Background: an optimization exercise with open tools, aiming at small area. Do not read the settings as production practice.
RTL that was checked went through simulation tests only; none was proved equivalent to the original.
For runs 4 and 5, only the layout was checked, not whether the RTL still works.
The flow treats the clock pin as an ideal source, which a real chip does not have.
Power is estimated from default activity; no workload was simulated.

$ cat design/flow/config.mk
export PLATFORM = sky130hd
export DESIGN_NAME = mimaqi_hxh
export DESIGN_NICKNAME = mimaqi_hxh
export VERILOG_FILES = /design/flow/design.v
export SDC_FILE = /design/flow/constraint.sdc
export NUM_CORES = 4
export LEC_CHECK = 0
export CAP_MARGIN = 20
export CORE_MARGIN = 2
export CORE_UTILIZATION = 40
export SLEW_MARGIN = 20
$ cat design/flow/constraint.sdc
create_clock -name core_clock -period 10.0 [get_ports {clk}]
set_input_delay 2.0000 -clock core_clock [delete_from_list [all_inputs] [get_ports {clk}]]
set_output_delay 2.0000 -clock core_clock [all_outputs]
set_load 0.01 [all_outputs]
$ cat design/flow/design.v
module mimaqi_hxh (
        input         clk,
        input         rst,
        input  [3:0]  inrow,
        output [3:0]  outcol,
        output [7:0]  segData,
        output [3:0]  segCtl,
        output        led_1,
        output        led_2,
        output        led_3,
        output        led_22,
        output        led_33,
        output        led_333,
        output        led_0,
        output        led_00,
        output        led_000,
        output        led_0000,
        output        led_00000,
        output        led_000000,
        output        led_0000000,
        output        change_lemp,
        output        change_lemp1,
        output        flag_b,
        output        bee
    );
    reg [6:0] cnt;
    reg [2:0] m7;
    reg [2:0] m5;
    always @(posedge clk)
        if (rst) begin
            cnt <= 7'd0;
            m7  <= 3'b001;
            m5  <= 3'b000;
        end else begin
            cnt <= cnt + 7'd1;
            m7  <= {m7[1:0], m7[2] ^ m7[1]};
            m5  <= {m5[1:0], ~(m5[2] | m5[1])};
        end
    wire [1:0] ph = cnt[1:0];
    wire m7_5 = m7[2] & m7[1] & ~m7[0];      
    wire m5_4 = m5[2] & ~m5[1];              
    wire m5_0 = ~m5[2] & ~m5[0];             
    wire tick    = (ph == 2'd0) & m7_5;
    wire ms_rise = (ph == 2'd1) & m5_4;
    wire ms_fall = (ph == 2'd3) & m5_4;
    wire seg_upd = (ph == 2'd2) & m5_0;
    wire disp_en = (cnt == 7'h3f);
    reg [1:0] mode;
    reg [1:0] c;
    reg       key_flag;
    reg [3:0] pend;        
    reg [3:0] kc;          
    reg       key_flag_d;
    assign outcol = (mode == 2'd0) ? 4'b0000 : ~(4'b0001 << c);
    wire any = (inrow != 4'b1111);
    reg [1:0] row;
    reg       one;
    always @* begin
        one = 1'b1;
        row = 2'd0;
        case (inrow)
        4'b1110: row = 2'd0;
        4'b1101: row = 2'd1;
        4'b1011: row = 2'd2;
        4'b0111: row = 2'd3;
        default: one = 1'b0;
        endcase
    end
    wire [3:0] dec = (one && !(c == 2'd3 && row == 2'd3)) ? {c, row} : 4'd15;
    always @(posedge clk)
        if (tick && mode == 2'd3 && any) pend <= dec;
    always @(posedge clk)
        if (rst) begin
            mode     <= 2'd0;
            c        <= 2'd0;
            key_flag <= 1'b0;
            kc       <= 4'd15;
        end else if (tick) begin
            if (key_flag) kc <= pend;
            case (mode)
            2'd0, 2'd1: begin
                key_flag <= 1'b0;
                c        <= 2'd0;
                mode     <= any ? 2'd2 : 2'd0;
            end
            2'd2: begin
                if (any) mode <= 2'd3;
                else if (c == 2'd3) mode <= 2'd1;
                else c <= c + 2'd1;
            end
            2'd3: begin
                if (any) key_flag <= 1'b1;
                else mode <= 2'd1;
            end
            endcase
        end
    always @(posedge clk)
        if (rst) key_flag_d <= 1'b0;
        else     key_flag_d <= key_flag;
    wire rel = key_flag_d & ~key_flag;
    wire is_dig = (kc < 4'd10);
    wire is_a   = (kc == 4'd10);
    wire is_b   = (kc == 4'd11);
    wire is_c   = (kc == 4'd12);
    reg [15:0] pw, pin, pch;
    reg [20:0] q15;        
    reg [2:0]  ft;
    reg        fb, cl, cl1, k2, fz;
    reg        k1;
    reg        mw, mc;
    assign flag_b       = fb;
    assign change_lemp  = cl;
    assign change_lemp1 = cl1;
    wire mis_w = (pin[3:0] != pw[3:0]);
    wire mis_c = (pin[3:0] != pch[3:0]);
    always @(posedge clk) begin
        mw <= (ph == 2'd1) ? 1'b0 : (mw | mis_w);
        mc <= (ph == 2'd1) ? 1'b0 : (mc | mis_c);
    end
    wire eq_w = ~(mw | mis_w);
    wire eq_c = ~(mc | mis_c);
    wire q15_lz = ~|q15[19:0];
    wire c15_1  = q15_lz & ~q15[20];
    wire q15_f  = q15[20] ^ q15[18] ^ (q15_lz & q15[20]);
    reg [2:0] nft;
    reg       nfb, ncl, ncl1, nk2, nfz;
    always @* begin
        nft = ft; nfb = fb; ncl = cl; ncl1 = cl1; nk2 = k2; nfz = fz;
        if (c15_1) begin nft = nft + 3'd1; nk2 = 1'b1; end
        if (is_dig) nfz = 1'b0;
        else if (is_c) begin
            nfb = ~fb;
            if (fb) begin
                ncl = 1'b0; nft = 3'd1; ncl1 = 1'b0; nk2 = 1'b0; nfz = 1'b1;
            end
        end else if (k1) nft = 3'd1;
        else if (is_a && !fb && !fz) begin
            if (eq_w) nfb = 1'b1;
            else nft = nft + 3'd1;
        end else if (is_b && fb) ncl1 = 1'b1;
        else if (is_a && fb) begin
            if (eq_c) ncl = 1'b1;
        end
    end
    wire sh_pin = rel && is_dig;
    wire st_pch = rel && !k1 && is_b && fb;
    wire st_pw  = rel && !k1 && is_a && fb && eq_c;
    always @(posedge clk)
        if (rst) begin
            ft <= 3'd1; fb <= 1'b0; cl <= 1'b0; cl1 <= 1'b0; k2 <= 1'b0; fz <= 1'b0;
        end else if (rel) begin
            ft <= nft; fb <= nfb; cl <= ncl; cl1 <= ncl1; k2 <= nk2; fz <= nfz;
        end
    reg clr;
    always @(posedge clk) clr <= rst | (clr & (ph != 2'd2));
    wire zap = rst | clr;
    wire [15:0] pin_n = sh_pin ? {pin[15:12], kc, pin[7:0]} : {pin[3:0], pin[15:4]};
    wire [15:0] pch_n = st_pch ? {pin[3:0], pin[15:4]} : {pch[3:0], pch[15:4]};
    wire [15:0] pw_n  = st_pw  ? {pch[3:0], pch[15:4]} : {pw[3:0], pw[15:4]};
    always @(posedge clk) begin
        pin <= {zap ? 4'd0 : pin_n[15:12], pin_n[11:0]};
        pch <= {zap ? 4'd0 : pch_n[15:12], pch_n[11:0]};
        pw  <= {zap ? 4'd8 : pw_n[15:12],  pw_n[11:0]};
    end
    always @(posedge clk)
        if (rst) q15 <= 21'h00194a;                           
        else if (ms_rise && k2) q15 <= 21'h021006;            
        else if (ms_rise && !fb && is_b) q15 <= 21'h183940;   
        else q15 <= {q15[19:0], q15_f};
    reg l1, l2, l22, l33;
    always @(posedge clk)
        if (rst) begin
            l1 <= 1'b1; l2 <= 1'b1; l22 <= 1'b1; l33 <= 1'b1;
        end else if (ms_fall) begin
            if (ft == 3'd1) begin
                l1 <= 1'b1; l2 <= 1'b1; l22 <= 1'b1; l33 <= 1'b1;
            end else if (ft == 3'd2) begin
                l1 <= 1'b0; l2 <= 1'b1;
            end else if (ft == 3'd3) begin
                l1 <= 1'b0; l2 <= 1'b0; l22 <= 1'b0;
            end else begin
                l1 <= ~l1; l2 <= ~l2; l33 <= ~l33;
            end
        end
    assign led_1 = l1;
    assign led_2 = l2;
    assign led_3 = l1 ? (l2 & l22) : (l2 | ~l22);
    assign led_22 = l22;
    assign led_33 = l33;
    assign led_333 = l33;
    assign led_0 = 1'b1;
    assign led_00 = 1'b1;
    assign led_000 = 1'b1;
    assign led_0000 = 1'b1;
    assign led_00000 = 1'b1;
    assign led_000000 = 1'b1;
    assign led_0000000 = 1'b1;
    reg [6:0]  v05;
    reg [17:0] q20;
    reg        bz;
    wire c05_0  = &v05;
    wire q20_lz = ~|q20[16:0];
    wire c20_0  = q20_lz & ~q20[17];
    wire c20_1  = q20_lz & q20[17];
    wire q20_f  = q20[17] ^ q20[10] ^ (q20_lz & q20[17]);
    always @(posedge clk)
        if (rst) q20 <= 18'd0;
        else if (ms_rise && c20_0 && ft[2] && !k1) q20 <= 18'h22b08;    
        else q20 <= {q20[16:0], q20_f};
    always @(posedge clk)
        if (rst) begin
            v05 <= 7'h7f; k1 <= 1'b0; bz <= 1'b1;
        end else if (ms_rise) begin
            if (key_flag) v05 <= 7'd27;
            else v05 <= v05 + {6'd0, ~c05_0};
            if (!c20_0) k1 <= !c20_1;
            if (!c20_0 || !c05_0) bz <= ~bz;
            else bz <= 1'b1;
        end
    assign bee = bz;
    reg [15:0] lednum;
    reg [1:0]  flagc;
    wire dop = rel && is_dig;
    wire op_sh10 = dop && !fb;
    wire op_wr   = dop && fb && !cl1;
    wire op_sh11 = dop && fb && cl1 && !cl;
    wire op_sh   = op_sh10 | op_sh11;
    wire [3:0] shv = fb ? 4'd11 : 4'd10;
    wire w0 = op_wr && flagc == 2'd0;
    wire w1 = op_wr && flagc == 2'd1;
    wire w2 = op_wr && flagc == 2'd2;
    wire w3 = op_wr && flagc == 2'd3;
    wire [3:0] l0 = lednum[3:0], l1s = lednum[7:4], l2s = lednum[11:8], l3s = lednum[15:12];
    wire [3:0] n0 = op_sh ? l0  : w0 ? 4'd13 : w2 ? kc : l1s;
    wire [3:0] n1 = op_sh ? l1s : w0 ? 4'd13 : w3 ? kc : l2s;
    wire [3:0] n2 = op_sh ? shv : w0 ? kc    : l3s;
    wire [3:0] n3 = op_sh ? l3s : w0 ? 4'd13 : w1 ? kc : l0;
    always @(posedge clk) begin
        lednum <= {zap ? 4'd0 : n3, n2, n1, n0};
        if (rst) flagc <= 2'd0;
        else if (op_wr) flagc <= flagc + 2'd1;
    end
    reg [15:0] snap;
    wire [15:0] snap_n = disp_en ? {lednum[3:0], lednum[15:4]} : {snap[3:0], snap[15:4]};
    always @(posedge clk)
        snap <= {zap ? 4'd0 : snap_n[15:12], snap_n[11:0]};
    reg [3:0] ctl;
    reg [3:0] sg;
    wire [3:0] nctl = (ctl == 4'd0) ? 4'b0001 : {ctl[2:0], ctl[3]};
    wire [3:0] nsg  = ({4{nctl[0]}} & snap[11:8]) | ({4{nctl[1]}} & snap[15:12]) |
                      ({4{nctl[2]}} & snap[3:0])  | ({4{nctl[3]}} & snap[7:4]);
    reg blank;             
    always @(posedge clk) begin
        blank <= rst;
        if (rst) begin
            ctl <= 4'd0;
            sg  <= 4'd0;
        end else if (seg_upd) begin
            ctl <= nctl;
            sg  <= nsg;
        end
    end
    assign segCtl = ctl;
    assign segData =
        blank         ? 8'b1111_1111 :
        (sg == 4'd0)  ? 8'b1100_0000 :
        (sg == 4'd1)  ? 8'b1111_1001 :
        (sg == 4'd2)  ? 8'b1010_0100 :
        (sg == 4'd3)  ? 8'b1011_0000 :
        (sg == 4'd4)  ? 8'b1001_1001 :
        (sg == 4'd5)  ? 8'b1001_0010 :
        (sg == 4'd6)  ? 8'b1000_0010 :
        (sg == 4'd7)  ? 8'b1111_1000 :
        (sg == 4'd8)  ? 8'b1000_0000 :
        (sg == 4'd9)  ? 8'b1001_0000 :
        (sg == 4'd10) ? 8'b0111_1111 :
        (sg == 4'd11) ? 8'b1100_0110 :
        (sg == 4'd13) ? 8'b1111_0111 :
                        8'b1111_1111;
endmodule
$ cat design/flow/flow/run.sh
#!/bin/bash
# Own layout flow: the standard synthesis, then an area-oriented re-mapping
# of the combinational logic only (every flip-flop instance, its name and its
# cell type stay as the standard synthesis made them), then the standard
# layout steps, except that the clock tree is a small manual one (my_cts.tcl).
# Each tool's full output goes to a log file of its own in the work folder.
set -euo pipefail
W=$PWD
R=$W/orfs/results/$FLOW_PLATFORM/mimaqi_hxh/base

bash standard.sh synth > "$W/log_1_standard_synth.log" 2>&1

cp "$R/1_2_yosys.v" "$W/standard_1_2_yosys.v"
REMAP_LIB=$FLOW_HOME/platforms/$FLOW_PLATFORM/lib/sky130_fd_sc_hd__tt_025C_1v80.lib \
REMAP_IN=$W/standard_1_2_yosys.v \
REMAP_OUT=$R/1_2_yosys.v \
REMAP_STAT=$W/remap_stat.txt \
REMAP_TOP=$FLOW_TOP \
REMAP_DONT_USE="sky130_fd_sc_hd__probe_p_8 sky130_fd_sc_hd__probec_p_8 sky130_fd_sc_hd__lpflow_*" \
REMAP_SCRIPT=$W/flow/remap.abc \
  yosys -c "$W/flow/remap.tcl" > "$W/log_2_remap.log" 2>&1
touch "$R/1_2_yosys.v"

bash standard.sh place > "$W/log_3_standard_place.log" 2>&1
bash standard.sh run RUN_SCRIPT="$W/flow/my_cts.tcl" RUN_LOG_NAME_STEM=4_1_cts_manual > "$W/log_4_manual_cts.log" 2>&1
bash standard.sh > "$W/log_5_standard_finish.log" 2>&1
$ cat design/flow/flow/manual_tree.tcl
# Manual clock tree: the clock net's register pins are split into COLS x ROWS
# groups by location (columns by x, then rows by y within each column); each
# group gets a leaf clock buffer at its centroid, and one root buffer drives
# the leaf buffers.
proc manual_clock_tree { clk_net_name leaf_cell root_cell cols rows } {
  set block [ord::get_db_block]
  set net [$block findNet $clk_net_name]
  set items {}
  foreach it [$net getITerms] {
    if { [$it isInputSignal] || [$it isClocked] || [[$it getMTerm] getSigType] == "CLOCK" || 1 } {
      set inst [$it getInst]
      set bb [$inst getBBox]
      set x [expr {([$bb xMin] + [$bb xMax]) / 2}]
      set y [expr {([$bb yMin] + [$bb yMax]) / 2}]
      lappend items [list $x $y "[$inst getName]/[[$it getMTerm] getName]" $it]
    }
  }
  set n [llength $items]
  set items [lsort -integer -index 0 $items]
  set per_col [expr {int(ceil(double($n) / $cols))}]
  set groups {}
  for {set c 0} {$c < $cols} {incr c} {
    set col [lrange $items [expr {$c * $per_col}] [expr {($c + 1) * $per_col - 1}]]
    if {[llength $col] == 0} continue
    set col [lsort -integer -index 1 $col]
    set m [llength $col]
    set per_row [expr {int(ceil(double($m) / $rows))}]
    for {set r 0} {$r < $rows} {incr r} {
      set g [lrange $col [expr {$r * $per_row}] [expr {($r + 1) * $per_row - 1}]]
      if {[llength $g]} { lappend groups $g }
    }
  }
  set dbu [$block getDbUnitsPerMicron]
  set leaves {}
  set i 0
  foreach g $groups {
    set sx 0; set sy 0; set pins {}
    foreach e $g {
      set sx [expr {$sx + [lindex $e 0]}]
      set sy [expr {$sy + [lindex $e 1]}]
      lappend pins [get_pins [lindex $e 2]]
    }
    set k [llength $g]
    set cx [expr {double($sx) / $k / $dbu}]
    set cy [expr {double($sy) / $k / $dbu}]
    insert_buffer -buffer_cell $leaf_cell -net $clk_net_name -load_pins $pins \
      -location [list $cx $cy] -buffer_name clkbuf_leaf_$i -net_name clknet_leaf_$i
    # the new buffer drives the group's net now (its name may be uniquified)
    set drv [[[lindex [lindex $g 0] 3] getNet] getFirstOutput]
    lappend leaves [list $cx $cy "[[$drv getInst] getName]/A"]
    incr i
  }
  set sx 0; set sy 0; set pins {}
  foreach l $leaves {
    set sx [expr {$sx + [lindex $l 0]}]
    set sy [expr {$sy + [lindex $l 1]}]
    lappend pins [get_pins [lindex $l 2]]
  }
  set k [llength $leaves]
  insert_buffer -buffer_cell $root_cell -net $clk_net_name -load_pins $pins \
    -location [list [expr {$sx / $k}] [expr {$sy / $k}]] -buffer_name clkbuf_root -net_name clknet_root
  set nload [llength [$net getITerms]]
  set drv [[lindex [$net getITerms] 0] getInst]
  puts "manual clock tree: $n sinks, [llength $groups] leaf buffers, root [$drv getName] ([[$drv getMaster] getName]); clock net now has $nload cell pins"
  if { $nload > 1 } { error "manual clock tree: the clock net still drives $nload cell pins" }
}
$ cat design/flow/flow/my_cts.tcl
# The standard flow's CTS step (ORFS scripts/cts.tcl) with clock_tree_synthesis replaced
# by a small manual clock tree (manual_tree.tcl): one clkbuf_8 root buffer at the
# clock port's net feeding 4 x 5 clkbuf_4 leaf buffers, each next to its group of
# registers. Everything after the tree is as in ORFS's cts.tcl.
utl::set_metrics_stage "cts__{}"
source $::env(SCRIPTS_DIR)/load.tcl
erase_non_stage_variables cts
load_design 3_place.odb 3_place.sdc

repair_clock_inverters

source [file join [file dirname [info script]] manual_tree.tcl]
# the clock port's net has the port's name
set clk_net ""
foreach clock [all_clocks] {
  foreach src [get_property $clock sources] {
    set clk_net [get_full_name $src]
  }
}
manual_clock_tree $clk_net sky130_fd_sc_hd__clkbuf_4 sky130_fd_sc_hd__clkbuf_8 4 5
set_propagated_clock [all_clocks]

utl::push_metrics_stage "cts__{}__pre_repair_timing"
log_cmd estimate_parasitics -placement
utl::pop_metrics_stage

set_placement_padding -global \
  -left $::env(CELL_PAD_IN_SITES_DETAIL_PLACEMENT) \
  -right $::env(CELL_PAD_IN_SITES_DETAIL_PLACEMENT)
detailed_placement
log_cmd estimate_parasitics -placement

if { !$::env(SKIP_CTS_REPAIR_TIMING) } {
  repair_timing_helper
  detailed_placement
  check_placement -verbose
}

report_metrics 4 "cts final"

orfs_write_db $::env(RESULTS_DIR)/4_1_cts.odb
orfs_write_sdc $::env(RESULTS_DIR)/4_cts.sdc
$ cat design/flow/flow/remap.abc
strash
&get -n
&deepsyn -J 100 -T 300
&put
amap
topo
$ cat design/flow/flow/remap.tcl
# Re-map the combinational logic of the standard synthesis for area. Flip-flops
# and tie cells are kept as they are (same instances, names and cell types).
yosys -import
set lib $::env(REMAP_LIB)
read_liberty -ignore_miss_func $lib
read_verilog $::env(REMAP_IN)
hierarchy -top $::env(REMAP_TOP)
setattr -mod -set keep_hierarchy 1 sky130_fd_sc_hd__*df* sky130_fd_sc_hd__conb_1
flatten
opt_clean -purge $::env(REMAP_TOP)
set dont {}
foreach c $::env(REMAP_DONT_USE) { lappend dont -dont_use $c }
abc -liberty $lib {*}$dont -script $::env(REMAP_SCRIPT) $::env(REMAP_TOP)
opt_clean -purge $::env(REMAP_TOP)
hilomap -singleton -hicell sky130_fd_sc_hd__conb_1 HI -locell sky130_fd_sc_hd__conb_1 LO $::env(REMAP_TOP)
insbuf -buf sky130_fd_sc_hd__buf_4 A X $::env(REMAP_TOP)
blackbox A:keep_hierarchy
tee -o $::env(REMAP_STAT) stat -liberty $lib -top $::env(REMAP_TOP)
write_verilog -noattr -nohex -nodec -selected $::env(REMAP_OUT)
$ cat design/flow/standard.sh
#!/bin/bash
# synth_recipe.tcl (not shown) runs the flow's synth.tcl, then flattens the netlist and writes it again
# the make line also repeats each setting of config.mk as NAME=value (left out here)
make -C /OpenROAD-flow-scripts/flow DESIGN_CONFIG=/design/flow/config.mk WORK_HOME=/design/flow/orfs CLKGATE_MAP_FILE= SYNTH_SCRIPT=/design/flow/synth_recipe.tcl "${@:-finish}"
==> results of run 1 <==
==> worst max-delay path: stages, from the launching register on <==
cell and delay [ps]:
sky130_fd_sc_hd__dfxtp_1 460, sky130_fd_sc_hd__clkinv_1 140, sky130_fd_sc_hd__nor2_1 160, sky130_fd_sc_hd__clkinv_1 100, sky130_fd_sc_hd__o21ai_0 110, sky130_fd_sc_hd__nor2b_1 100
sky130_fd_sc_hd__nor3_1 200, sky130_fd_sc_hd__o21ai_0 170, sky130_fd_sc_hd__nand2_1 120, sky130_fd_sc_hd__o21ai_0 90, sky130_fd_sc_hd__clkdlybuf4s50_1 490
==> power by group through the flow <==
stage | Clock, W | Sequential, W | Combinational, W
2_1_floorplan | 0 | 0.000761 | 0.0000235
3_3_place_gp | 0 | 0.000763 | 0.0000365
3_5_place_dp | 0 | 0.000763 | 0.0000372
4_1_cts | 0.000328 | 0.000746 | 0.0000374
5_1_grt | 0.000356 | 0.000747 | 0.0000412
6_report | 0.000313 | 0.000746 | 0.0000372
==> through the flow <==
step	utilization, %	worst slack, ps	hold slack [ps]	cell area (um2)
6_report	45.42	5412	419.3	7214
5_1_grt	45.42	5131	426.3	7214
3_5_place_dp	44.38	5659	414.0	7051
3_3_place_gp	44.38	5827	408.0	7051
2_1_floorplan	-	6486	397.5	6516
==> flip-flops by register name (all words and copies together), names as in the netlist, 3 cells and up <==
signal and flops:
kc 4, pch 16, lednum 16, q15 21
ctl 4, snap 16, cnt 7, m7 3
pend 4, sg 4, v05 7, pin 16
pw 16, ft 3, q20 18, m5 3
==> how the worst min path moves through the flow <==
stage | from | cells after the start | slack (ps) | end
final | q20[3] | 2 | 420 | q20[4]
after detailed placement | q20[3] | 2 | 410 | q20[4]
after global placement | q20[3] | 2 | 410 | q20[4]
after global routing | q20[13] | 1 | 430 | q20[14]
after CTS | q20[3] | 2 | 420 | q20[4]
after floorplan | q20[6] | 2 | 400 | q20[7]
==> cell type report, without the clock buffers <==
cell class,count,share of cell area (%)
repair buffers,35,4.717
flip-flops and latches,181,53.00
well taps,216,3.746
inverters,105,5.463
multi-input cells,399,30.80
==> routing by layer <==
| metal | GRT usage [%] | vias up |
|---|---|---|
| li1 | - | 2496 |
| met1 | 21.76 | 2335 |
| met2 | 25.86 | 112 |
| met3 | 1.505 | 26 |
| met4 | 3.804 | 0 |
| met5 | 0 | - |
==> run summary, run 1 <==
Global route:
- For this run, the total global-route usage over all layers was measured as 15.52%.
- The number of antenna violations at the first check in global routing was 0.
- The first global-routing pass estimated 22.99 mm of wire.
- The via count of the first global-routing pass was 4745.
- Entering global routing, the biggest net connects 42 pins.
- The overflow left after global routing is 0.

STA:
- Timing would allow up to 218.0 MHz.
- The max-slew violation count came to 0.
- The final number of setup-violating endpoints is 0.
- The worst max-slew margin expressed relative to the limit is 39.29%.
- The slew of the pin with the lowest slew margin is 902.4 ps.
- The largest clock skew in the final design is 29.96 ps.
- The shortest period the worst path allows is 4588 ps.
- The final count of hold timing violations came to 0.
- The share of the cycle needed by the critical path after routing is 45.88%.
- The setup total negative slack is 0 ps.
- Setup repair after global routing left no endpoint under its margin.

Critical path:
- The worst setup path is launched from a flop.
- The largest driver fanout on the critical path is 7.
- The worst-case reg-to-reg path depth is 9.
- The worst setup slack for register-to-register paths is 6810 ps.
- The arrival time of data at the critical path endpoint is 2590 ps.
- The reg-to-reg endpoint is lednum[12].
- STA puts the critical path data required time at 8000 ps.
- Tracing the worst setup path back leads to its startpoint at sg[1].
- The capturing element type of the critical path is an output pin.
- The beginning of the worst register-to-register path is key_flag.
- The critical path is of the flop to output pin type.
- In this run the worst setup path terminates at segData[5].

Pwr:
- The share of total power in the clock network is 28.6%.
- Across the VDD grid, the largest voltage drop is 0.00009300 V.
- Summed over all nets, the switching power comes to 0.0002391 W.
- Internal power comes to 0.0008572 W.
- The combinational fraction of design power is 3.4%.
- In this run switching power makes up 21.81% of total power.
- The register share of total power is 68.0%.
- Power spread over the standard cell area amounts to 152.0 nW/um2.
- The leakage power figure is 2.606 nW.
- The total power draw is 0.001096 W.

Die:
- The die is 131.4 um wide.
- The count of standard-cell rows is 46.
- The starting utilization of the core area is 40.88%.
- The die is 131.4 um tall.
- In this run the count of I/O pins placed on the die edge is 39.
- After floorplanning, the core was sized to cover 15890 um2.
- The die outline area is 17270 um2.

Drt:
- The average vias per placed instance is 5.192.
- Once detail routing completed, the nets flagged for antenna violations numbered 0.
- Dividing the detail-routed wire length by the instance count gives 14.38 um.
- The detailed router put a total of 6.480 mm of wire on met1.
- The first detailed-routing pass took 5 iterations.
- The total wire length is 13.76 mm.
- The uppermost layer routed is met4.
- The detailed-route DRC error count is 0.
- The first routing iteration left 388 violations.
- The amount of wire on met3 after detailed routing is 635 um.
- Summed over all nets, wire length on met2 after detailed routing comes to 6.291 mm.
- The detailed-route via count is 4969.

Hold path:
- In this run the worst hold path is classified as flop to flop.

Synth:
- The number of synthesis warnings is 1.
- The post-synthesis cell area is 6494 um2.
- A synthesized cell averages 9.411 um2.
- After technology mapping, the gate count stands at 690.

Cells and area:
- The repair_antennas step left the layout with diodes totalling 0.
- The share of layout cells above drive strength 1 is 3.509%.
- For this run, the number of standard cells in the final layout without fillers is 957.
- Leaving out fill and tap cells, the most frequent cell in the layout is sky130_fd_sc_hd__dfxtp_1.
- Relative to the synthesized area, the layout overhead comes to 11.10%.
- In the layout the commonest cells are sky130_fd_sc_hd__dfxtp_1 (161), sky130_fd_sc_hd__clkinv_1 (105), sky130_fd_sc_hd__nor2_1 (93), sky130_fd_sc_hd__nand2_1 (47), sky130_fd_sc_hd__o21ai_0 (40).
- The area occupied by multi-input gates is 2222 um2.
- Across the whole layout, storage elements account for 3824 um2.
- The net count of the finished layout is 749.
- The count of fill cells added during filler insertion is 1604.

Clock network:
- The clock transition time at the flip-flop clock pins of the worst setup and hold paths is 70 ps.
- The later-pin clock latency in the skew report is 480 ps.

Place:
- The HPWL after detailed placement is 9.998 mm.
- In this run the tool buffered the top-level ports with 31 buffer cells.
- The weighted congestion at the end of routability-driven global placement is 0.8545.
- Once placement completed, the tool counted placed cells totaling 936.

Outcome:
- The run finished with no timing, DRC or antenna violations.

Flow run:
- Max-cap violations in this run came to 0.
==> inputs of run 2 (changes only) <==
--- a/design/flow/design.v
+++ b/design/flow/design.v
@@ -153,5 +153,5 @@
         end
     reg clr;
-    always @(posedge clk) clr <= rst | (clr & (ph != 2'd2));
+    always @(posedge clk) clr <= rst | (clr & (cnt[3:0] != 4'd10));
     wire zap = rst | clr;
     wire [15:0] pin_n = sh_pin ? {pin[15:12], kc, pin[7:0]} : {pin[3:0], pin[15:4]};
@@ -245,20 +245,18 @@
     always @(posedge clk)
         snap <= {zap ? 4'd0 : snap_n[15:12], snap_n[11:0]};
-    reg [3:0] ctl;
+    reg [1:0] ss;
     reg [3:0] sg;
-    wire [3:0] nctl = (ctl == 4'd0) ? 4'b0001 : {ctl[2:0], ctl[3]};
-    wire [3:0] nsg  = ({4{nctl[0]}} & snap[11:8]) | ({4{nctl[1]}} & snap[15:12]) |
-                      ({4{nctl[2]}} & snap[3:0])  | ({4{nctl[3]}} & snap[7:4]);
-    reg blank;             
-    always @(posedge clk) begin
-        blank <= rst;
-        if (rst) begin
-            ctl <= 4'd0;
-            sg  <= 4'd0;
+    wire [3:0] nsg = (ss == 2'd0) ? snap[11:8] : (ss == 2'd1) ? snap[15:12] :
+                     (ss == 2'd2) ? snap[3:0]  : snap[7:4];
+    wire blank = clr & (cnt[3:0] == 4'd0);    
+    always @(posedge clk)
+        if (rst) begin
+            ss <= 2'd0;
+            sg <= 4'd0;
         end else if (seg_upd) begin
-            ctl <= nctl;
-            sg  <= nsg;
-        end
-    end
+            ss <= ss + 2'd1;
+            sg <= nsg;
+        end
+    wire [3:0] ctl = clr ? 4'b0000 : (4'b0001 << (ss - 2'd1));
     assign segCtl = ctl;
     assign segData =
--- a/design/flow/flow/run.sh
+++ b/design/flow/flow/run.sh
@@ -22,4 +22,5 @@
 touch "$R/1_2_yosys.v"
 
+export REMOVE_ABC_BUFFERS=1
 bash standard.sh place > "$W/log_3_standard_place.log" 2>&1
 bash standard.sh run RUN_SCRIPT="$W/flow/my_cts.tcl" RUN_LOG_NAME_STEM=4_1_cts_manual > "$W/log_4_manual_cts.log" 2>&1
--- a/design/flow/config.mk
+++ b/design/flow/config.mk
@@ -9,3 +9,4 @@
 export CORE_MARGIN = 2
 export CORE_UTILIZATION = 40
+export GPL_TIMING_DRIVEN = 0
 export SLEW_MARGIN = 20
==> run 2 against run 1 <==
Still clean on timing, DRC and antenna. Core utilization down 0.11 points. Die area down 1.2%. Area after synthesis down 1.3%. Fmax down 13%. Hold slack better by 3.2 ps. Global-route usage up 0.59 points. Largest cell class unchanged.
==> run summary, run 2 <==
STA:
- The fmax is 190.2 MHz.
- The slew of the pin with the lowest slew margin is 988.2 ps.
- Headroom to the max-slew limit came out at 33.51%.
- The final count of hold timing violations came to 0.
- The share of the cycle needed by the critical path after routing is 52.56%.
- Clock skew on the completed layout was measured at 19.16 ps.
- The max-slew violation count is 0.
- Setup repair after global routing left no endpoint under its margin.
- The routed design could run at a clock period as short as 5256 ps.
- The setup total negative slack is 0 ps.
- The worst path meets setup with 4744 ps of slack.
- Setup violations remaining at the end of the flow were counted as 0.
- The final hold slack is 422.5 ps.

Critical path:
- The cell at the slowest stage of the critical path is sky130_fd_sc_hd__clkdlybuf4s50_1.
- STA classifies the critical path endpoint as an output pin.
- The critical path data required time is 8000 ps.
- In this run the worst path has a maximum fanout of 5.
- The largest incremental delay on the critical path is 550 ps.
- The most numerous cell type found on the critical path is sky130_fd_sc_hd__clkinv_1.
- The critical path class is flop to output pin.
- The worst setup slack for register-to-register paths is 6110 ps.
- Broken down by cell family, the worst path's largest delay share belongs to compound AO/OA/AOI/OAI gates.
- The buffering stage count on the worst path with inverters included is 3.
- The startpoint type of the worst setup path is a flop.
- Data on the critical path arrives at its endpoint at 3260 ps.
- Traced cell by cell, the critical path runs through nor2_1 -> nand3_1 -> clkinv_1 -> nor3_1 -> a211oi_1 -> o21ai_0 -> clkinv_1 -> a22oi_1 -> o21bai_1 -> clkdlybuf4s50_1.

Pwr:
- The leakage power figure is 2.603 nW.
- Power spread over the standard cell area amounts to 154.7 nW/um2.
- Across the VDD grid, the largest voltage drop is 0.00009127 V.

Cells and area:
- The most common library cell in the layout ignoring fill and taps is sky130_fd_sc_hd__dfxtp_1.
- The net count of the finished layout is 743.
- The post-route netlist has 3.673% of its cells at a drive strength greater than 1.
- The flip-flop count of the largest register after layout is 21.
- The top cell types in the final layout, fill and taps aside, are sky130_fd_sc_hd__dfxtp_1 (158), sky130_fd_sc_hd__nor2_1 (113), sky130_fd_sc_hd__clkinv_1 (98), sky130_fd_sc_hd__nand2_1 (39), sky130_fd_sc_hd__o22a_1 (39).
- The largest registers in the layout are q15 (21), q20 (18).
- The area growth from synthesis to layout is 11.44%.
- The repair_antennas step left the layout with diodes totalling 0.
- Once layout is complete, the utilization of the core stands at 45.30%.
- q15 holds more flip-flops than any other register.
- Leaving out filler cells and counting taps, the final layout contains 951.

Die:
- After floorplanning, the core was divided into 46 placement rows.
- 39 I/O pins were placed.
- The width of the die is 130.6 um.
- In this run the standard cell core region covers 15770 um2.
- The die is 130.6 um tall.
- For this configuration, the core starts out at a cell density of 40.65%.
- The die outline area is 17060 um2.

Global route:
- The number of antenna violations at the first check in global routing is 0.
- The global-route wire length before repair is 22.75 mm.
- Global routing used 16.11% of the available tracks across all layers.
- The via count of the first global-routing pass is 4806.
- Entering global routing, the biggest net connects 40 pins.
- The overflow left after global routing is 0.

Drt:
- The post-detailed-route count of antenna-violating nets is 0.
- The routed layout has 4938 vias.
- For this run, the detailed router's first-pass iteration total came to 5.
- After detailed routing, the average wire length per cell comes to 14.42 um.
- The average vias per placed instance is 5.192.
- The number of design-rule violations left by the first detailed-router iteration is 339.
- After detailed routing, the total wire length is 13.71 mm.
- The detailed-route DRC error count is 0.

Place:
- Port buffering added 31 buffers.
- The weighted congestion at the end of routability-driven global placement is 0.8084.
- The placed cell count is 930.
- Once detailed placement completed, the half-perimeter wirelength came to 9.991 mm.
- At the placement stage, the worst setup path has a slack of 5259 ps.

Clock network:
- Clock-pin slew was measured on the worst setup and hold paths at 100 ps.
- The later-pin clock latency in the skew report is 470 ps.

Flow run:
- The count of max-cap constraint violations is 0.

Hold path:
- The worst hold path belongs to the class flop to flop.

Synth:
- The count of mapped cells out of synthesis is 683.
- For this run, the number of Yosys warnings is 1.
- The post-synthesis area per instance is 9.387 um2.
- The post-synthesis cell area is 6411 um2.

Outcome:
- The run finished with no timing, DRC or antenna violations.
==> run 2: tightest hold or removal path: stages (launching register included) <==
cell,delay [ps]
sky130_fd_sc_hd__dfxtp_1,310
sky130_fd_sc_hd__clkinv_1,50
sky130_fd_sc_hd__nor2_1,30
==> run 2: final cells by class, without the clock buffers <==
class | count | area [um2]
inverters | 98 | 367.9
flip-flops and latches | 178 | 3764
multi-input cells | 406 | 2262
fillers | 1565 | 8626
repair buffers | 32 | 316.6
well taps | 216 | 270.3
==> run 2: through the flow <==
stage | total power (W) | instance area (um2)
global placement | 0.0008085 | 6962
floorplan | 0.0007812 | 6381
global route | 0.001157 | 7144
detailed placement | 0.0008101 | 6975
finish | 0.001106 | 7144
==> run 2: path summary, 6_finish.rpt <==
path,end,cells after the start,startpoint
setup / recovery,segData[4],10,cnt[0]
hold / removal,q20[12],2,q20[11]
setup reg to reg,pw[12],11,kc[2]
hold reg to reg,q20[12],2,q20[11]
==> run 2: layer usage <==
metal	vias up	wire length (um)	track usage, %
met5	-	0	0
met4	0	363	4.193
met3	30	588	1.629
met2	99	6612	28.71
met1	2322	6147	21.01
li1	2487	-	-
==> run 2: where the power goes <==
part | switching [W] | total, W | internal, W
clock | 0.000211 | 0.000312 | 0.000101
sequential | 0.00000637 | 0.000736 | 0.000730
combinational | 0.0000307 | 0.0000574 | 0.0000267
total | 0.000248 | 0.00111 | 0.000857
==> inputs of run 3 (changes only) <==
--- a/design/flow/flow/run.sh
+++ b/design/flow/flow/run.sh
@@ -22,5 +22,4 @@
 touch "$R/1_2_yosys.v"
 
-export REMOVE_ABC_BUFFERS=1
 bash standard.sh place > "$W/log_3_standard_place.log" 2>&1
 bash standard.sh run RUN_SCRIPT="$W/flow/my_cts.tcl" RUN_LOG_NAME_STEM=4_1_cts_manual > "$W/log_4_manual_cts.log" 2>&1
--- a/design/flow/config.mk
+++ b/design/flow/config.mk
@@ -9,4 +9,3 @@
 export CORE_MARGIN = 2
 export CORE_UTILIZATION = 40
-export GPL_TIMING_DRIVEN = 0
 export SLEW_MARGIN = 20
==> run 3 against run 2 <==
First-iteration DRC count is 16% lower. Sequential cell count unchanged. Total power shrank 0.24%. Global-route usage shrank 0.25 points. Combinational power about the same. Sequential share of layout area is 0.25 points lower. Register-to-register slack better by 880 ps. Wire length is 1.5% lower. Fmax rose by 2.9%.
==> run summary, run 3 <==
Synth:
- The count of mapped cells out of synthesis is 683.
- The post-synthesis cell area is 6411 um2.
- The number of synthesis warnings is 1.
- The post-synthesis area per instance is 9.387 um2.

Pwr:
- The power density over the cells is 153.7 nW/um2.
- Internal power comes to 0.0008577 W.
- The analysis attributes to cell leakage a power of 2.631 nW.
- Net switching is 22.23% of the power.
- The register share of total power is 66.7%.
- The share of total power in the clock network is 28.0%.
- In this run, the combinational gates consume 5.2% of the power.
- Power comes to 0.001103 W.
- The maximum resistive drop on vdd is 0.00008230 V.
- Summed over all nets, the switching power comes to 0.0002452 W.

Drt:
- The detailed-route DRC error count is 0.
- The total wire length is 13.51 mm.
- Once detail routing completed, the nets flagged for antenna violations numbered 0.
- The number of design-rule violations left by the first detailed-router iteration is 285.
- For this block, the via count after detailed routing is 4897.
- After detailed routing, the number of vias per cell comes to 5.117.
- The first-pass detailed-route iteration total is 5.
- The routed length per instance is 14.11 um.

Global route:
- The number of antenna violations at the first check in global routing came to 0.
- Global routing used 27.67% of the available met2 tracks.
- The overflow left after global routing is 0.
- The via count of the first global-routing pass is 4680.
- The met3 track utilization from global routing is 1.466%.
- The most crowded layer after global routing is met2.
- The met1 usage in global routing is 21.84%.
- For this run, the total global-route usage over all layers was measured as 15.85%.
- Entering global routing, the biggest net connects 40 pins.
- The first global-routing pass estimated 22.30 mm of wire.

Die:
- During I/O placement, the number of pins put on the boundary was 39.
- The die covers 17060 um2.
- The floorplan has 46 rows.
- The initial utilization of the core area, before any placement, comes to 40.65%.
- The die outline height is 130.6 um.
- Measured along the x axis, the die boundary spans 130.6 um.
- The core footprint is 15770 um2.

STA:
- The max-slew violation count is 0.
- The setup total negative slack is 0 ps.
- The final count of hold timing violations is 0.
- Headroom to the max-slew limit came out at 30.54%.
- Setup repair after global routing left no endpoint under its margin.
- On the final layout, the worst clock skew is 18.91 ps.
- The share of the cycle needed by the critical path after routing is 51.10%.
- The shortest period the worst path allows is 5110 ps.
- For the pin with the worst max-slew slack, the measured transition is 1032 ps.
- Static timing analysis puts the maximum clock frequency at 195.7 MHz.
- The final number of setup-violating endpoints is 0.

Cells and area:
- The most common library cell in the layout ignoring fill and taps is sky130_fd_sc_hd__dfxtp_1.
- The antenna diode count is 0.
- In the final layout, the registers with the most flip-flops are q15 (21), q20 (18).
- The share of layout cells above drive strength 1 is 3.779%.
- The flip-flop count of the largest register after layout is 21.
- The post-synthesis to final-layout area growth is 11.96%.
- The net count of the finished layout is 749.
- In the layout the commonest cells are sky130_fd_sc_hd__dfxtp_1 (158), sky130_fd_sc_hd__nor2_1 (116), sky130_fd_sc_hd__clkinv_1 (98), sky130_fd_sc_hd__nand2_1 (39), sky130_fd_sc_hd__o22a_1 (39).
- The register with the most flip-flops is q15.
- The post-route cell area is 7178 um2.

Place:
- The area of placed instances is 7014 um2.
- The count of buffers from port buffering is 31.
- Routability-driven placement finished with a final weighted congestion of 0.8368.
- The HPWL after detailed placement is 9.957 mm.

Clock network:
- The clock transition time at the flip-flop clock pins of the worst setup and hold paths is 100 ps.
- The later-pin clock latency in the skew report is 470 ps.

Critical path:
- Of all nets on the critical path, the largest fanout is 5.
- The critical path is of the flop to output pin type.
- The worst setup path is captured at an output pin.
- The arrival time of data at the critical path endpoint is 3110 ps.
- The startpoint type of the worst setup path is a flop.
- For the worst setup path, the data required time is 8000 ps.

Flow run:
- Across the run, the number of max-cap violations was 0.

Outcome:
- The flow ran to the end and the layout has no timing, DRC or antenna violations.

Hold path:
- The kind of path behind the tightest hold check is flop to flop.
[run 3: through the flow]
| step | hold WS, ps | instances | worst slack (ps) | util [%] |
|---|---|---|---|---|
| final | 415.8 | 957 | 4890 | 45.52 |
| after global routing | 444.8 | 957 | 4595 | 45.52 |
| after detailed placement | 413.5 | 936 | 5403 | 44.48 |
| after global placement | 410.7 | 936 | 5534 | 44.48 |
| after floorplan | 397.5 | 689 | 5865 | - |
[run 3: power by group through the flow]
stage / Sequential (W) / Combinational (W) / Clock [W]
global placement: 0.000752 / 0.0000561 / 0
global route: 0.000738 / 0.0000644 / 0.000348
floorplan: 0.000752 / 0.0000323 / 0
CTS: 0.000736 / 0.0000580 / 0.000323
finish: 0.000736 / 0.0000575 / 0.000309
detailed placement: 0.000753 / 0.0000579 / 0
[run 3: routing by layer]
metal	vias to the layer above	share of wire, %	wire, um
met5	-	0	0
met4	0	1.6	214
met3	18	5.4	728
met2	130	47	6314
met1	2269	46	6251
li1	2480	-	-
[run 3: critical path, stage by stage (launching register included)]
cell,delay [ps]
sky130_fd_sc_hd__dfxtp_1,390
sky130_fd_sc_hd__nor2_1,110
sky130_fd_sc_hd__nand3_1,150
sky130_fd_sc_hd__clkinv_1,160
sky130_fd_sc_hd__nor3_1,380
sky130_fd_sc_hd__a211oi_1,180
sky130_fd_sc_hd__o21ai_0,240
sky130_fd_sc_hd__clkinv_1,100
sky130_fd_sc_hd__a22oi_1,240
sky130_fd_sc_hd__o21bai_1,140
sky130_fd_sc_hd__clkdlybuf4s50_1,550
[run 3: path summary, 6_finish.rpt]
path	start	to	slack [ps]	cells past startpoint
setup / recovery	cnt[0]	segData[4]	4890	10
hold / removal	q15[17]	q15[18]	420	2
setup reg to reg	kc[2]	pw[15]	6990	12
hold reg to reg	q15[17]	q15[18]	420	2
[run 3: layout make-up, without the clock buffers]
cell class / instances / area, um2
flip-flops and latches: 178 / 3764
fillers: 1537 / 8592
repair buffers: 38 / 362.8
well taps: 216 / 270.3
multi-input cells: 406 / 2250
inverters: 98 / 367.9
==> inputs of run 4 (changes only) <==
--- a/design/flow/design.v
+++ b/design/flow/design.v
@@ -226,5 +226,5 @@
     wire op_sh11 = dop && fb && cl1 && !cl;
     wire op_sh   = op_sh10 | op_sh11;
-    wire [3:0] shv = fb ? 4'd11 : 4'd10;
+    wire [3:0] shv = fb ? 4'd14 : 4'd10;
     wire w0 = op_wr && flagc == 2'd0;
     wire w1 = op_wr && flagc == 2'd1;
@@ -232,8 +232,8 @@
     wire w3 = op_wr && flagc == 2'd3;
     wire [3:0] l0 = lednum[3:0], l1s = lednum[7:4], l2s = lednum[11:8], l3s = lednum[15:12];
-    wire [3:0] n0 = op_sh ? l0  : w0 ? 4'd13 : w2 ? kc : l1s;
-    wire [3:0] n1 = op_sh ? l1s : w0 ? 4'd13 : w3 ? kc : l2s;
+    wire [3:0] n0 = op_sh ? l0  : w0 ? 4'd12 : w2 ? kc : l1s;
+    wire [3:0] n1 = op_sh ? l1s : w0 ? 4'd12 : w3 ? kc : l2s;
     wire [3:0] n2 = op_sh ? shv : w0 ? kc    : l3s;
-    wire [3:0] n3 = op_sh ? l3s : w0 ? 4'd13 : w1 ? kc : l0;
+    wire [3:0] n3 = op_sh ? l3s : w0 ? 4'd12 : w1 ? kc : l0;
     always @(posedge clk) begin
         lednum <= {zap ? 4'd0 : n3, n2, n1, n0};
@@ -273,6 +273,6 @@
         (sg == 4'd9)  ? 8'b1001_0000 :
         (sg == 4'd10) ? 8'b0111_1111 :
-        (sg == 4'd11) ? 8'b1100_0110 :
-        (sg == 4'd13) ? 8'b1111_0111 :
+        (sg == 4'd14) ? 8'b1100_0110 :
+        (sg == 4'd12) ? 8'b1111_0111 :
                         8'b1111_1111;
 endmodule
==> run 4 against run 3 <==
Combinational power decreased by 25%. Setup slack better by 120 ps. First-iteration DRC count grew 43%. Design area is 0.16% higher. Die area is 0.38% higher. Final cell count is 0.21% higher. Sequential share of layout area decreased by 0.082 points. Global-route usage rose by 0.73 points. Via count up 1.8%. Area after synthesis rose by 0.39%. Critical endpoint is now segData[5]. Largest cell class unchanged. Largest power group unchanged.
==> run summary, run 4 <==
Outcome:
- The run finished with no timing, DRC or antenna violations.

Cells and area:
- The flip-flop count of the largest register after layout is 21.
- The share of layout cells above drive strength 1 is 3.634%.
- The largest registers in the layout are q15 (21), q20 (18).
- The library cell used most frequently in the layout, excluding fill and tap cells, is sky130_fd_sc_hd__dfxtp_1.
- Counting flops per register, the top entry is q15.
- In the layout the commonest cells are sky130_fd_sc_hd__dfxtp_1 (158), sky130_fd_sc_hd__clkinv_1 (98), sky130_fd_sc_hd__nor2_1 (95), sky130_fd_sc_hd__nand2_1 (55), sky130_fd_sc_hd__o21ai_0 (39).
- The antenna diode count is 0.
- Compared with the post-synthesis result, the final layout area differs by 11.70%.
- Measured on the finished design, the core utilization comes to 45.42%.
- The net count of the finished layout is 751.

Synth:
- The post-synthesis cell area is 6436 um2.
- For this run, the number of Yosys warnings is 1.
- Synthesis handed over a netlist of 688 instances.
- The post-synthesis area per instance is 9.355 um2.

Pwr:
- In this run, flip-flops and latches consume 67.2% of the power.
- Of the total power, the clock network draws 28.9%.
- For this design the static power due to leakage is 2.616 nW.
- The switching portion of total power is 22.29%.
- The combinational fraction of design power is 3.9%.
- The analysis attributes to net switching a power of 0.0002430 W.
- The maximum resistive drop on vdd is 0.00008216 V.
- The completed layout was analyzed and its total power is 0.001090 W.
- The power density over the cells is 151.6 nW/um2.
- Internal power comes to 0.0008470 W.

Global route:
- The overall fraction of global-route tracks in use is 16.58%.
- Entering global routing, the biggest net connects 43 pins.
- The global-route wire length before repair is 23.47 mm.
- The number of antenna violations at the first check in global routing is 0.
- The overflow left after global routing is 0.
- The via count of the first global-routing pass is 4823.

Critical path:
- For the worst flop-to-flop path, the logic depth is 14.
- The cell at the slowest stage of the critical path is sky130_fd_sc_hd__nor4b_1.
- Of all nets on the critical path, the largest fanout is 5.
- The arrival time of data at the critical path endpoint is 2990 ps.
- Setup slack on the worst reg-to-reg path comes out at 6760 ps.
- The worst register-to-register path ends at lednum[6].
- The launch point of the worst path is cnt[1].
- The startpoint identified for the worst register-to-register timing path is key_flag.
- The largest incremental delay on the critical path is 700 ps.
- STA classifies the critical path startpoint as a flop.
- The cell that appears most often on the critical path is sky130_fd_sc_hd__nor2_1.
- The worst setup path is of the flop to output pin kind.
- The critical path data required time is 8000 ps.
- The critical path goes through nor2_1 -> clkinv_1 -> nor4b_1 -> nor2_1 -> clkinv_1 -> nor2_1 -> a21oi_1 -> nand2_1 -> o21ai_0 -> clkdlybuf4s50_1.
- The capturing element type of the critical path is an output pin.

Place:
- The HPWL after detailed placement is 10.29 mm.
- The count of buffers from port buffering is 31.
- The weighted congestion at the end of routability-driven global placement is 0.8553.

Drt:
- The post-detailed-route count of antenna-violating nets is 0.
- The number of design-rule violations left by the first detailed-router iteration is 408.
- The total wire length is 14.22 mm.
- The average vias per placed instance is 5.200.
- For this run, design rule violations remaining after detail routing come to 0.
- The detailed-route via count is 4987.
- The routed length per instance is 14.82 um.
- For this run, the detailed router's first-pass iteration total came to 6.

Die:
- In this run the horizontal extent of the chip is 130.9 um.
- The count of standard-cell rows is 46.
- 39 I/O pins were placed.
- In this run the standard cell core region covers 15830 um2.
- The die covers 17120 um2.
- The die outline height is 130.9 um.
- The initial utilization of the core area, before any placement, comes to 40.66%.

STA:
- Setup repair after global routing left no endpoint under its margin.
- Timing would allow up to 200.3 MHz.
- The max-slew violation count was 0.
- The setup total negative slack is 0 ps.
- The clock arrives with 13.64 ps of skew.
- The final count of hold timing violations is 0.
- Setup violations remaining at the end of the flow were counted as 0.
- The clock period could shrink to 4993 ps.
- The worst max-slew margin expressed relative to the limit is 36.42%.
- For the pin with the worst max-slew slack, the measured transition is 950.1 ps.
- In the finished design, the share of the clock period the worst path needs comes to 49.93%.

Hold path:
- The destination of the worst hold path is q20[5].
- The critical hold path startpoint is q20[4].
- The tightest min-delay check is of the flop to flop type.
- The count of cells along the worst hold path is 2.

Flow run:
- Across the run, the number of max-cap violations was 0.

Clock network:
- After clock tree synthesis, the clock-pin slew on the worst setup and hold paths is 90 ps.
- The later-pin clock latency in the skew report is 480 ps.
-- run 4: changes by cell type in the layout (fill, tap and decap cells not counted), moves of 6 or more --
cell                      previous run  this run
sky130_fd_sc_hd__nor2b_1            16        23
sky130_fd_sc_hd__nand2_1            39        55
sky130_fd_sc_hd__o22ai_1            21        27
sky130_fd_sc_hd__o22a_1             39        10
sky130_fd_sc_hd__nor2_1            116        95
sky130_fd_sc_hd__a22o_1              0        18
sky130_fd_sc_hd__o21ai_0            24        39
sky130_fd_sc_hd__a21oi_1            29        17
-- run 4: final cells by class, without the clock buffers --
class                   count  area [um2]
flip-flops and latches    178        3764
multi-input cells         411        2283
repair buffers             35       340.3
well taps                 216       270.3
inverters                  98       367.9
fillers                  1516        8638
-- run 4: worst max path at each step --
stage | endpoint | slack (ps)
after floorplan | segData[5] | 6340
after global placement | segData[5] | 5650
after detailed placement | segData[5] | 5570
after CTS | segData[5] | 5020
after global routing | segData[5] | 4860
final | segData[5] | 5010
-- run 4: per-layer routing --
metal  global-route usage (%)  wire [um]  vias to the layer above
li1                         -          -                     2504
met1                    22.36       6517                     2314
met2                    28.65       6624                      138
met3                    1.629        693                       31
met4                    4.380        381                        0
met5                        0          0                        -
-- run 4: stage by stage --
stage	instances	cell area [um2]	hold slack, ps	setup slack (ps)
floorplan	694	6459	397.5	6342
global placement	938	7017	411.8	5651
global route	959	7189	429.8	4858
detailed placement	938	7017	418.7	5574
finish	959	7189	420.9	5007
-- run 4: worst max-delay path: cells and delay by family (launching register included) --
kind                   cells  cell delay, ps
AND/OR/NAND/NOR            5            1150
flip-flops                 1             350
buffers and inverters      3             770
AO/OA/AOI/OAI              2             240
-- run 4: power groups by stage --
stage / clock network [W] / registers (W) / logic (W)
2_1_floorplan: 0 / 0.000748 / 0.0000251
3_3_place_gp: 0 / 0.000749 / 0.0000420
3_5_place_dp: 0 / 0.000749 / 0.0000431
4_1_cts: 0.000325 / 0.000732 / 0.0000433
5_1_grt: 0.000352 / 0.000734 / 0.0000479
6_report: 0.000315 / 0.000732 / 0.0000430
==> inputs of run 5 (changes only) <==
--- a/design/flow/config.mk
+++ b/design/flow/config.mk
@@ -6,6 +6,6 @@
 export NUM_CORES = 4
 export LEC_CHECK = 0
-export CAP_MARGIN = 20
+export CAP_MARGIN = 5
 export CORE_MARGIN = 2
 export CORE_UTILIZATION = 40
-export SLEW_MARGIN = 20
+export SLEW_MARGIN = 5
==> run 5 against run 4 <==
Setup slack got worse by 0.86 ps. Sequential cell count is the same. Wire length fell by 0.67%. Core utilization is 0.055 points lower. First-iteration DRC count decreased by 7.4%. Sequential share of layout area is 0.064 points higher. Combinational power about the same. Register-to-register slack worse by 170 ps.
==> run summary, run 5 <==
Outcome:
- The run finished with no timing, DRC or antenna violations.

STA:
- The max-slew violation count is 0.
- After layout, the worst setup slack is 5006 ps.
- Dividing the final minimum period by the clock period gives 49.94%.
- Timing would allow up to 200.3 MHz.
- For the final database, setup skew stands at 13.86 ps.
- The worst pin sits at a relative slew slack of 25.00%.
- For the pin with the worst max-slew slack, the measured transition is 1121 ps.
- Setup repair after global routing left no endpoint under its margin.
- Counting I/O delays and the setup requirement, the final critical path takes 4994 ps.
- The final count of hold timing violations is 0.
- The setup total negative slack is 0 ps.
- The final number of setup-violating endpoints is 0.

Drt:
- The routed length per instance is 14.72 um.
- Once detail routing completed, the nets flagged for antenna violations numbered 0.
- The detailed-route DRC error count is 0.
- After detailed routing, the total wire length is 14.12 mm.
- The first TritonRoute pass finished after 5 iterations.
- The detailed-route via count is 4952.
- The average vias per placed instance is 5.164.
- For this block, the initial DRC count from the detailed router was 378.

Global route:
- The overflow left after global routing is 0.
- The via count of the first global-routing pass is 4823.
- The global-route wire length before repair is 23.47 mm.
- The number of antenna violations at the first check in global routing is 0.
- The overall fraction of global-route tracks in use is 16.58%.
- The maximum number of pins on one net before global-route repair is 43.

Pwr:
- For this design the ratio of total power to cell area is 151.7 nW/um2.
- The leakage power figure is 2.616 nW.
- The combinational fraction of design power is 4.0%.
- The register share of total power is 67.2%.
- For this design the total switching power over the nets is 0.0002427 W.
- The share of total power in the clock network is 28.8%.
- The maximum resistive drop on vdd is 0.00008284 V.
- The internal power contribution is 0.0008470 W.
- The switching portion of total power is 22.27%.

Hold path:
- The worst hold path belongs to the class flop to flop.

Cells and area:
- In the layout the commonest cells are sky130_fd_sc_hd__dfxtp_1 (158), sky130_fd_sc_hd__clkinv_1 (98), sky130_fd_sc_hd__nor2_1 (96), sky130_fd_sc_hd__nand2_1 (55), sky130_fd_sc_hd__o21ai_0 (39).
- In the final layout, the registers with the most flip-flops are q15 (21), q20 (18).
- The count of fill cells added during filler insertion is 1516.
- Counting flops per register, the top entry is q15.
- The net count of the finished layout is 751.
- The antenna diode count is 0.
- Cells with a size suffix above 1 make up 3.365% of the layout.
- The post-synthesis to final-layout area growth is 11.57%.
- The flip-flop count of the largest register after layout is 21.
- The most common library cell in the layout ignoring fill and taps is sky130_fd_sc_hd__dfxtp_1.

Place:
- Timing analysis after detailed placement gives a worst setup slack of 5574 ps.
- Port buffering added 31 buffers.
- The HPWL after detailed placement is 10.29 mm.
- Routability-driven placement finished with a final weighted congestion of 0.8553.

Flow run:
- Across the run, the number of max-cap violations was 0.

Synth:
- For this run, the number of Yosys warnings is 1.
- The post-synthesis cell area is 6436 um2.
- The count of mapped cells out of synthesis is 688.
- The post-synthesis area per instance is 9.355 um2.

Critical path:
- The arrival time of data at the critical path endpoint is 2990 ps.
- The worst setup path is of the flop to output pin kind.
- In this run the worst path has a maximum fanout of 5.
- STA puts the critical path data required time at 8000 ps.
- The startpoint type of the worst setup path is a flop.
- STA classifies the critical path endpoint as an output pin.

Die:
- In this run the horizontal extent of the chip is 130.9 um.
- The count of standard-cell rows is 46.
- The die outline area is 17120 um2.
- The initial utilization of the core area, before any placement, comes to 40.66%.
- Measured along the y axis, the die boundary spans 130.9 um.
- Pin placement for this block handled 39 I/O pins.
- The core footprint is 15830 um2.

Clock network:
- The later-pin clock latency in the skew report is 480 ps.
- The clock transition time at the flip-flop clock pins of the worst setup and hold paths is 90 ps.
## run 5: power groups by stage
stage	clock [W]	combinational, W	sequential [W]
2_1_floorplan	0	0.0000251	0.000748
3_3_place_gp	0	0.0000420	0.000749
3_5_place_dp	0	0.0000431	0.000749
4_1_cts	0.000325	0.0000433	0.000732
5_1_grt	0.000352	0.0000479	0.000734
6_report	0.000314	0.0000431	0.000732
## run 5: metrics by stage
| step | power, W | instances | hold WS (ps) | instance area (um2) | utilization [%] |
|---|---|---|---|---|---|
| after global routing | 0.001134 | 959 | 429.8 | 7181 | 45.37 |
| after detailed placement | 0.0007920 | 938 | 418.7 | 7017 | 44.33 |
| final | 0.001090 | 959 | 419.4 | 7181 | 45.37 |
| after floorplan | 0.0007728 | 694 | 397.5 | 6459 | - |
| after global placement | 0.0007907 | 938 | 411.8 | 7017 | 44.33 |
## run 5: layer usage
| metal | GRT usage [%] | up-vias | part of all wire (%) |
|---|---|---|---|
| li1 | - | 2498 | - |
| met1 | 22.36 | 2300 | 47 |
| met2 | 28.65 | 123 | 47 |
| met3 | 1.629 | 31 | 4.0 |
| met4 | 4.380 | 0 | 2.7 |
| met5 | 0 | - | 0 |
## run 5: critical path: stages, from the launching register on
cell and delay [ps]:
sky130_fd_sc_hd__dfxtp_1 350, sky130_fd_sc_hd__nor2_1 180, sky130_fd_sc_hd__clkinv_1 120, sky130_fd_sc_hd__nor4b_1 700
sky130_fd_sc_hd__nor2_1 150, sky130_fd_sc_hd__clkinv_1 100, sky130_fd_sc_hd__nor2_1 50, sky130_fd_sc_hd__a21oi_1 180
sky130_fd_sc_hd__nand2_1 70, sky130_fd_sc_hd__o21ai_0 60, sky130_fd_sc_hd__clkdlybuf4s50_1 550
## run 5: layout make-up, without the clock buffers
type	instances	area, um2	area share (%)
sequential	178	3764	52.41
multi-input combinational	411	2275	31.68
tap	216	270.3	3.764
inverter	98	367.9	5.123
timing repair buffer	35	340.3	4.739
## run 5: final timing paths
kind | cells past startpoint | from | slack [ps] | endpoint
max reg2reg | 6 | fb | 6590 | pch[14]
max | 10 | cnt[1] | 5010 | segData[5]
min reg2reg | 2 | q20[4] | 420 | q20[5]
min | 2 | q20[4] | 420 | q20[5]
==> inputs of run 6 (changes only) <==
--- a/design/flow/design.v
+++ b/design/flow/design.v
@@ -226,5 +226,5 @@
     wire op_sh11 = dop && fb && cl1 && !cl;
     wire op_sh   = op_sh10 | op_sh11;
-    wire [3:0] shv = fb ? 4'd14 : 4'd10;
+    wire [3:0] shv = fb ? 4'd11 : 4'd10;
     wire w0 = op_wr && flagc == 2'd0;
     wire w1 = op_wr && flagc == 2'd1;
@@ -232,8 +232,8 @@
     wire w3 = op_wr && flagc == 2'd3;
     wire [3:0] l0 = lednum[3:0], l1s = lednum[7:4], l2s = lednum[11:8], l3s = lednum[15:12];
-    wire [3:0] n0 = op_sh ? l0  : w0 ? 4'd12 : w2 ? kc : l1s;
-    wire [3:0] n1 = op_sh ? l1s : w0 ? 4'd12 : w3 ? kc : l2s;
+    wire [3:0] n0 = op_sh ? l0  : w0 ? 4'd13 : w2 ? kc : l1s;
+    wire [3:0] n1 = op_sh ? l1s : w0 ? 4'd13 : w3 ? kc : l2s;
     wire [3:0] n2 = op_sh ? shv : w0 ? kc    : l3s;
-    wire [3:0] n3 = op_sh ? l3s : w0 ? 4'd12 : w1 ? kc : l0;
+    wire [3:0] n3 = op_sh ? l3s : w0 ? 4'd13 : w1 ? kc : l0;
     always @(posedge clk) begin
         lednum <= {zap ? 4'd0 : n3, n2, n1, n0};
@@ -273,6 +273,6 @@
         (sg == 4'd9)  ? 8'b1001_0000 :
         (sg == 4'd10) ? 8'b0111_1111 :
-        (sg == 4'd14) ? 8'b1100_0110 :
-        (sg == 4'd12) ? 8'b1111_0111 :
+        (sg == 4'd11) ? 8'b1100_0110 :
+        (sg == 4'd13) ? 8'b1111_0111 :
                         8'b1111_1111;
 endmodule
--- a/design/flow/flow/run.sh
+++ b/design/flow/flow/run.sh
@@ -1,8 +1,3 @@
 #!/bin/bash
-# Own layout flow: the standard synthesis, then an area-oriented re-mapping
-# of the combinational logic only (every flip-flop instance, its name and its
-# cell type stay as the standard synthesis made them), then the standard
-# layout steps, except that the clock tree is a small manual one (my_cts.tcl).
-# Each tool's full output goes to a log file of its own in the work folder.
 set -euo pipefail
 W=$PWD
@@ -22,4 +17,5 @@
 touch "$R/1_2_yosys.v"
 
+export REMOVE_ABC_BUFFERS=1
 bash standard.sh place > "$W/log_3_standard_place.log" 2>&1
 bash standard.sh run RUN_SCRIPT="$W/flow/my_cts.tcl" RUN_LOG_NAME_STEM=4_1_cts_manual > "$W/log_4_manual_cts.log" 2>&1
--- a/design/flow/config.mk
+++ b/design/flow/config.mk
@@ -6,6 +6,7 @@
 export NUM_CORES = 4
 export LEC_CHECK = 0
-export CAP_MARGIN = 5
+export CAP_MARGIN = 20
 export CORE_MARGIN = 2
 export CORE_UTILIZATION = 40
-export SLEW_MARGIN = 5
+export GPL_TIMING_DRIVEN = 0
+export SLEW_MARGIN = 20
==> run 6 against run 5 <==
Still clean. Critical path depth unchanged. Core utilization decreased by 0.065 points. Clock power about the same. Global-route usage decreased by 0.47 points.
==> run summary, run 6 <==
Synth:
- The count of mapped cells out of synthesis is 683.
- The average instance in the mapped netlist occupies 9.387 um2.
- The number of synthesis warnings is 1.
- The cell area that synthesis handed to floorplanning was 6411 um2.

STA:
- The share of the cycle needed by the critical path after routing is 52.56%.
- On the final layout, the worst clock skew is 19.16 ps.
- The worst pin sits at a relative slew slack of 33.51%.
- Setup slack on the critical path of the routed design comes to 4744 ps.
- At the pin with the least slew margin, the transition time is 988.2 ps.
- Timing would allow up to 190.2 MHz.
- The final count of hold timing violations is 0.
- Setup repair after global routing left no endpoint under its margin.
- The final hold slack is 422.5 ps.
- The worst path needs 5256 ps of the cycle, external delays included.
- Setup violations remaining at the end of the flow were counted as 0.
- The max-slew violation count is 0.
- The setup total negative slack is 0 ps.

Critical path:
- For flop-to-flop paths, the worst setup slack is 6110 ps.
- The cell at the slowest stage of the critical path is sky130_fd_sc_hd__clkdlybuf4s50_1.
- The beginning of the worst register-to-register path is kc[2].
- In this run the worst setup path begins at cnt[0].
- The largest incremental delay on the critical path is 550 ps.
- Traced cell by cell, the critical path runs through nor2_1 -> nand3_1 -> clkinv_1 -> nor3_1 -> a211oi_1 -> o21ai_0 -> clkinv_1 -> a22oi_1 -> o21bai_1 -> clkdlybuf4s50_1.
- The critical path class is flop to output pin.
- The most numerous cell on the critical path is sky130_fd_sc_hd__clkinv_1.
- STA classifies the critical path startpoint as a flop.
- STA puts the critical path data arrival time at 3260 ps.
- The critical path data required time is 8000 ps.
- STA classifies the critical path endpoint as an output pin.
- Along the worst path, the maximum fanout reaches 5.

Cells and area:
- The largest registers in the layout are q15 (21), q20 (18).
- The flip-flop count of the largest register after layout is 21.
- In the layout the commonest cells are sky130_fd_sc_hd__dfxtp_1 (158), sky130_fd_sc_hd__nor2_1 (113), sky130_fd_sc_hd__clkinv_1 (98), sky130_fd_sc_hd__nand2_1 (39), sky130_fd_sc_hd__o22a_1 (39).
- Cells with a size suffix above 1 make up 3.673% of the layout.
- The register with the most flip-flops is q15.
- The antenna diode count is 0.
- Leaving out fill and tap cells, the most frequent cell in the layout is sky130_fd_sc_hd__dfxtp_1.
- For this run, the post-layout net count is 743.
- Relative to the synthesized area, the layout overhead comes to 11.44%.

Flow run:
- The tool flagged a number of max-cap violations equal to 0.

Place:
- The count of buffers added on input and output ports is 31.
- The worst slack after detailed placement is 5259 ps.
- The weighted congestion at the end of routability-driven global placement is 0.8084.
- The wire-length estimate of the detail-placed layout is 9.991 mm.

Global route:
- Entering global routing, the biggest net connects 40 pins.
- The overall fraction of global-route tracks in use is 16.11%.
- The via count of the first global-routing pass is 4806.
- The number of antenna violations at the first check in global routing is 0.
- The first global-routing pass estimated 22.75 mm of wire.
- After global routing the overflow that remains totals 0.

Hold path:
- In this run the most critical hold path is launched from q20[11].
- The worst hold path belongs to the class flop to flop.

Outcome:
- The flow ran to the end and the layout has no timing, DRC or antenna violations.

Pwr:
- The maximum resistive drop on vdd is 0.00009127 V.
- Summed over all cells, the static leakage comes to 2.603 nW.
- The power density over the cells is 154.7 nW/um2.

Drt:
- For this block, the initial DRC count from the detailed router was 339.
- The total wire length is 13.71 mm.
- The routed layout has 4938 vias.
- In the final routed layout, each cell accounts on average for 14.42 um.
- For this run, design rule violations remaining after detail routing come to 0.
- The first detailed-routing pass took 5 iterations.
- Dividing the detail-routed via count by the number of cells gives 5.192.
- The count of nets left with antenna violations once routing finished came out at 0.

Clock network:
- Clock-pin slew was measured on the worst setup and hold paths at 100 ps.
- The later pin in the worst-skew pair is clocked with a latency of 470 ps.

Die:
- The die covers 17060 um2.
- After floorplanning, the core was divided into 46 placement rows.
- In this run the horizontal extent of the chip is 130.6 um.
- The number of top-level pins is 39.
- The die outline height is 130.6 um.
- For this configuration, the core starts out at a cell density of 40.65%.
- The core footprint is 15770 um2.
run 6: final timing paths:
path                 to  depth (start not counted)
max reg2reg      pw[12]                         11
max          segData[4]                         10
min             q20[12]                          2
min reg2reg     q20[12]                          2
run 6: where the power goes:
group	switching (W)	internal, W	total, W
clock	0.000211	0.000101	0.000312
combinational	0.0000307	0.0000267	0.0000574
sequential	0.00000637	0.000730	0.000736
total	0.000248	0.000857	0.00111
run 6: metal layers:
metal  track usage (%)  share of wire (%)  vias up
met1             21.01                 45     2322
li1                  -                  -     2487
met2             28.71                 48       99
met5                 0                  0        -
met3             1.629                4.3       30
met4             4.193                2.6        0
run 6: area by class of cell, without the clock buffers:
class                           count  area, um2
Inverter                           98      367.9
Tap cell                          216      270.3
Multi-Input combinational cell    406       2262
Timing Repair Buffer               32      316.6
Fill cell                        1565       8626
Sequential cell                   178       3764
run 6: per-stage QoR:
step	util, %	cells	power [W]	instance area (um2)
floorplan	-	682	0.0007812	6381
global placement	44.14	929	0.0008085	6962
detailed placement	44.23	930	0.0008101	6975
global route	45.30	951	0.001157	7144
finish	45.30	951	0.001106	7144
run 6: worst max-delay path: cells and delay by family (launching register included):
| family | cells | cell delay (ps) |
|---|---|---|
| compound gates | 4 | 850 |
| buf+inv | 3 | 820 |
| simple gates | 3 | 720 |
| flops | 1 | 400 |

-- static timing again, ports no longer ideal --
The flow's constraints put no driver on any port. The routed layouts listed below were extracted and timed again, unchanged, in two steps. Step 1: set_driving_cell puts a clkbuf_16 on clk and a buf_2 on each other input, an assumption about the parent block. Step 2 also shifts input and output timing later by t, the mid clock arrival at the registers, as if the neighbouring blocks saw the same clock. Three values: no drivers, after step 1, after step 2; two values: the first two.
run	t (ns)	setup WS [ns]	worst hold slack (ns)	worst data-port slew with drivers (ns)
run 1	0.498	5.412 / 5.376 / 5.646	0.419 / 0.419 / 0.419	0.03
run 2	0.498	4.744 / 4.711 / 5.209	0.422 / 0.422 / 0.422	0.04
run 3	0.502	4.890 / 4.851 / 5.353	0.416 / 0.416 / 0.416	0.03
run 4	0.510	5.007 / 4.971 / 5.481	0.421 / 0.421 / 0.421	0.03
run 5	0.510	5.006 / 4.970 / 5.480	0.419 / 0.419 / 0.419	0.03
run 6	0.498	4.744 / 4.711 / 5.209	0.422 / 0.422 / 0.422	0.04
After both steps every run listed still meets setup and hold.
